Source: an optimization exercise on an open RTL-to-GDS flow (aim: small area and a short achievable clock period). Production flows keep margins and buffers that such runs may drop.
In this exercise RTL edits were held to simulation tests only and were not proved equivalent to the original.
Power and IR drop assume default switching activity.

==> flow/design.v (excerpt) <==
module fpu16_top(
    input         aclk,
    input  [15:0] a,
    input  [15:0] b,
    input         a_valid,
    input         b_valid,
    output [15:0] add_result,
    output        add_valid,
    output [15:0] sub_result,
    output        sub_valid,
    output [15:0] mul_result,
    output        mul_valid,
    output [7:0]  cmp_result,
    output        cmp_valid
    );
For scale: ~2400 cells after synthesis, roughly 95 I/O pins, about 20000 um^2 of cells after synthesis.
export LEC_CHECK = 0
export ABC_AREA = 1
export CAP_MARGIN = 20
export CORE_MARGIN = 2
export CORE_UTILIZATION = 60
export CTS_CLUSTER_DIAMETER = 100
export CTS_CLUSTER_SIZE = 30
export SETUP_SLACK_MARGIN = 5.0
export SLEW_MARGIN = 20
create_clock -name core_clock -period 8.0 [get_ports {aclk}]
standard.sh (not shown) runs the stock make flow with config.mk's settings and CLKGATE_MAP_FILE= SYNTH_SCRIPT=/design/flow/synth_recipe.tcl, a recipe that flattens the netlist after the stock synthesis.
==> flow/flow/run.sh <==
#!/bin/bash
# The standard layout, with buf_2 cells as the port buffers and setup repair
# aimed at a 2.72 ns period (slack margin 5.28 ns at the 8 ns clock).
set -euo pipefail
bash standard.sh SETUP_SLACK_MARGIN=5.36 "BUFFER_PORTS_ARGS=-buffer_cell sky130_fd_sc_hd__buf_2" finish > standard.log 2>&1
Rerun with:
==> flow/flow/run.sh (replaced) <==
#!/bin/bash
# The standard layout, with buf_2 cells as the port buffers and setup repair
# aimed at a 2.72 ns period (slack margin 5.28 ns at the 8 ns clock).
set -euo pipefail
bash standard.sh SETUP_SLACK_MARGIN=5.28 "BUFFER_PORTS_ARGS=-buffer_cell sky130_fd_sc_hd__buf_2" finish > standard.log 2>&1
--- a/flow/config.mk
+++ b/flow/config.mk
@@ -10,3 +10,3 @@
 export CORE_MARGIN = 2
-export CORE_UTILIZATION = 60
+export CORE_UTILIZATION = 55
 export CTS_CLUSTER_DIAMETER = 100
Result: The changed run ran to the end with no violations. Wire length goes down by about 0.8%. Setup slack degrades by 100 ps. Flip-flop and latch count stays the same. Register-to-register slack degrades by 140 ps. Core utilization goes down by 6.4 points. Fmax goes down by about 4%. Sequential power is about the same.
Rerun with:
==> flow/flow/run.sh (replaced) <==
#!/bin/bash
# The standard layout, with buf_2 cells as the port buffers and setup repair
# aimed at a 2.64 ns period (slack margin 5.36 ns at the 8 ns clock).
set -euo pipefail
bash standard.sh SETUP_SLACK_MARGIN=5.36 "BUFFER_PORTS_ARGS=-buffer_cell sky130_fd_sc_hd__buf_2" finish > standard.log 2>&1
--- a/flow/config.mk
+++ b/flow/config.mk
@@ -10,5 +10,6 @@
 export CORE_MARGIN = 2
-export CORE_UTILIZATION = 55
+export CORE_UTILIZATION = 60
 export CTS_CLUSTER_DIAMETER = 100
 export CTS_CLUSTER_SIZE = 30
+export PLACE_DENSITY = 0.5
 export SETUP_SLACK_MARGIN = 5.0
Outcome: Worst hold slack is better by 8.0 ps; synthesized cell count is unchanged; count of clock-buffer cells in the layout decreases by 1; power increases by 0.95%.
Rerun with:
==> flow/flow/run.sh (replaced) <==
#!/bin/bash
# The standard layout, with buf_2 cells as the port buffers and setup repair
# aimed at a 2.72 ns period (slack margin 5.28 ns at the 8 ns clock).
set -euo pipefail
bash standard.sh SETUP_SLACK_MARGIN=5.42 "BUFFER_PORTS_ARGS=-buffer_cell sky130_fd_sc_hd__buf_2" finish > standard.log 2>&1
--- a/flow/config.mk
+++ b/flow/config.mk
@@ -13,3 +13,2 @@
 export CTS_CLUSTER_SIZE = 30
-export PLACE_DENSITY = 0.5
 export SETUP_SLACK_MARGIN = 5.0
Design area goes up slightly.
Routed wire length goes up by a few percent.
First-iteration DRC count goes down by roughly a tenth.
Clock skew goes down by 11 ps.
Hold slack loses 8.2 ps.
Core utilization goes up by 1.3 points.

* * *

Another version of the RTL of fpu16_top (not shown whole).
For scale: about 2,500 cells after synthesis, about 400 flip-flops, about 95 I/O pins, roughly 0.020 mm² of cells after synthesis.
// fpu16_top
module fpu16_top(
    input         aclk,
    input  [15:0] a,
    input  [15:0] b,
    input         a_valid,
    input         b_valid,
    output [15:0] add_result,
    output        add_valid,
    output [15:0] sub_result,
    output        sub_valid,
    output [15:0] mul_result,
    output        mul_valid,
    output [7:0]  cmp_result,
    output        cmp_valid
    );
clock: 8.0 ns
lec_check: 0
abc_area: 1
cap_margin: 20
core_margin: 2
core_utilization: 55
cts_cluster_diameter: 80
cts_cluster_size: 25
setup_slack_margin: 5.0
slew_margin: 20
==> flow/flow/run.sh <==
#!/bin/bash
# The standard layout, with buf_2 cells as the port buffers and setup repair
# aimed at a 2.65 ns period (slack margin 5.35 ns at the 8 ns clock).
set -euo pipefail
bash standard.sh SETUP_SLACK_MARGIN=5.28 "BUFFER_PORTS_ARGS=-buffer_cell sky130_fd_sc_hd__buf_2" finish > standard.log 2>&1
The starting point finished clean.
Rerun with:
==> flow/flow/run.sh (replaced) <==
#!/bin/bash
# The standard layout, with buf_2 cells as the port buffers and setup repair
# aimed at a 2.65 ns period (slack margin 5.35 ns at the 8 ns clock).
set -euo pipefail
bash standard.sh SETUP_SLACK_MARGIN=5.35 "BUFFER_PORTS_ARGS=-buffer_cell sky130_fd_sc_hd__buf_1" finish > standard.log 2>&1
Settings changed: CTS_CLUSTER_DIAMETER 80 to unset, CTS_CLUSTER_SIZE 25 to unset.
Outcome: The changed run passed the timing, design-rule and antenna checks. Power goes up by 8.1%. Cell area rises by 3.9%. Sequential cell count stays the same. Register-to-register slack improves by 0.05 ns. Clock skew goes up by 0.0051 ns. Global-route usage went up by 0.61 points. Setup slack improved by 0.051 ns.
Rerun with:
==> flow/flow/run.sh (replaced) <==
#!/bin/bash
# The standard layout, with buf_2 cells as the port buffers and setup repair
# aimed at a 2.65 ns period (slack margin 5.35 ns at the 8 ns clock).
set -euo pipefail
bash standard.sh SETUP_SLACK_MARGIN=5.28 "BUFFER_PORTS_ARGS=-buffer_cell sky130_fd_sc_hd__buf_2" finish > standard.log 2>&1
Settings changed: CTS_CLUSTER_DIAMETER set to 100, CTS_CLUSTER_SIZE set to 30.
Effect: The changed run completed with no timing, DRC or antenna violations; setup slack gains 0.025 ns; cell count came out lower by about 2%; die area stays the same; total power went down by about 10%; via count goes down by about 1.2%; global-route usage is lower by 0.90 points.

## re-timing with driven ports
The flow's constraints put no driver on any port. The routed layouts listed below were extracted and timed again, unchanged, in two steps.
Step 1 sets driving cells, clkbuf_16 on the clock port and buf_2 on the other inputs (assumed; they add their load-dependent delay and slew).
Step 2 adds t to the input delays and takes it off the output delays; t is the mean of the earliest and latest rising clock arrival at the registers after step 1. Input paths then give back, and output paths get back, about the clock's delay inside the block.
a / b / c = ideal ports / drivers / drivers and shift; a / b = the first two.
| run | shift t [ns] | setup slack, ns | slew at the worst register clock pin (ns) | pins driven straight from the clock port |
|---|---|---|---|---|
| the first run of note 1 | 0.579 | 5.397 / 5.348 / 4.894 | 0.12 / 0.12 | 1 |
| the second run of note 1 | 0.599 | 5.295 / 5.295 / 4.854 | 0.11 / 0.11 | 1 |
| the third run of note 1 | 0.579 | 5.397 / 5.348 / 4.894 | 0.12 / 0.12 | 1 |
| the fourth run of note 1 | 0.565 | 5.401 / 5.383 / 4.982 | 0.11 / 0.11 | 1 |
| the first run of note 2 | 0.617 | 5.268 / 5.268 / 5.008 | 0.10 / 0.10 | 1 |
| the second run of note 2 | 0.617 | 5.319 / 5.319 / 4.991 | 0.06 / 0.06 | 1 |
| the third run of note 2 | 0.601 | 5.343 / 5.322 / 5.013 | 0.11 / 0.11 | 1 |
After both steps setup and hold are still met in every run listed.
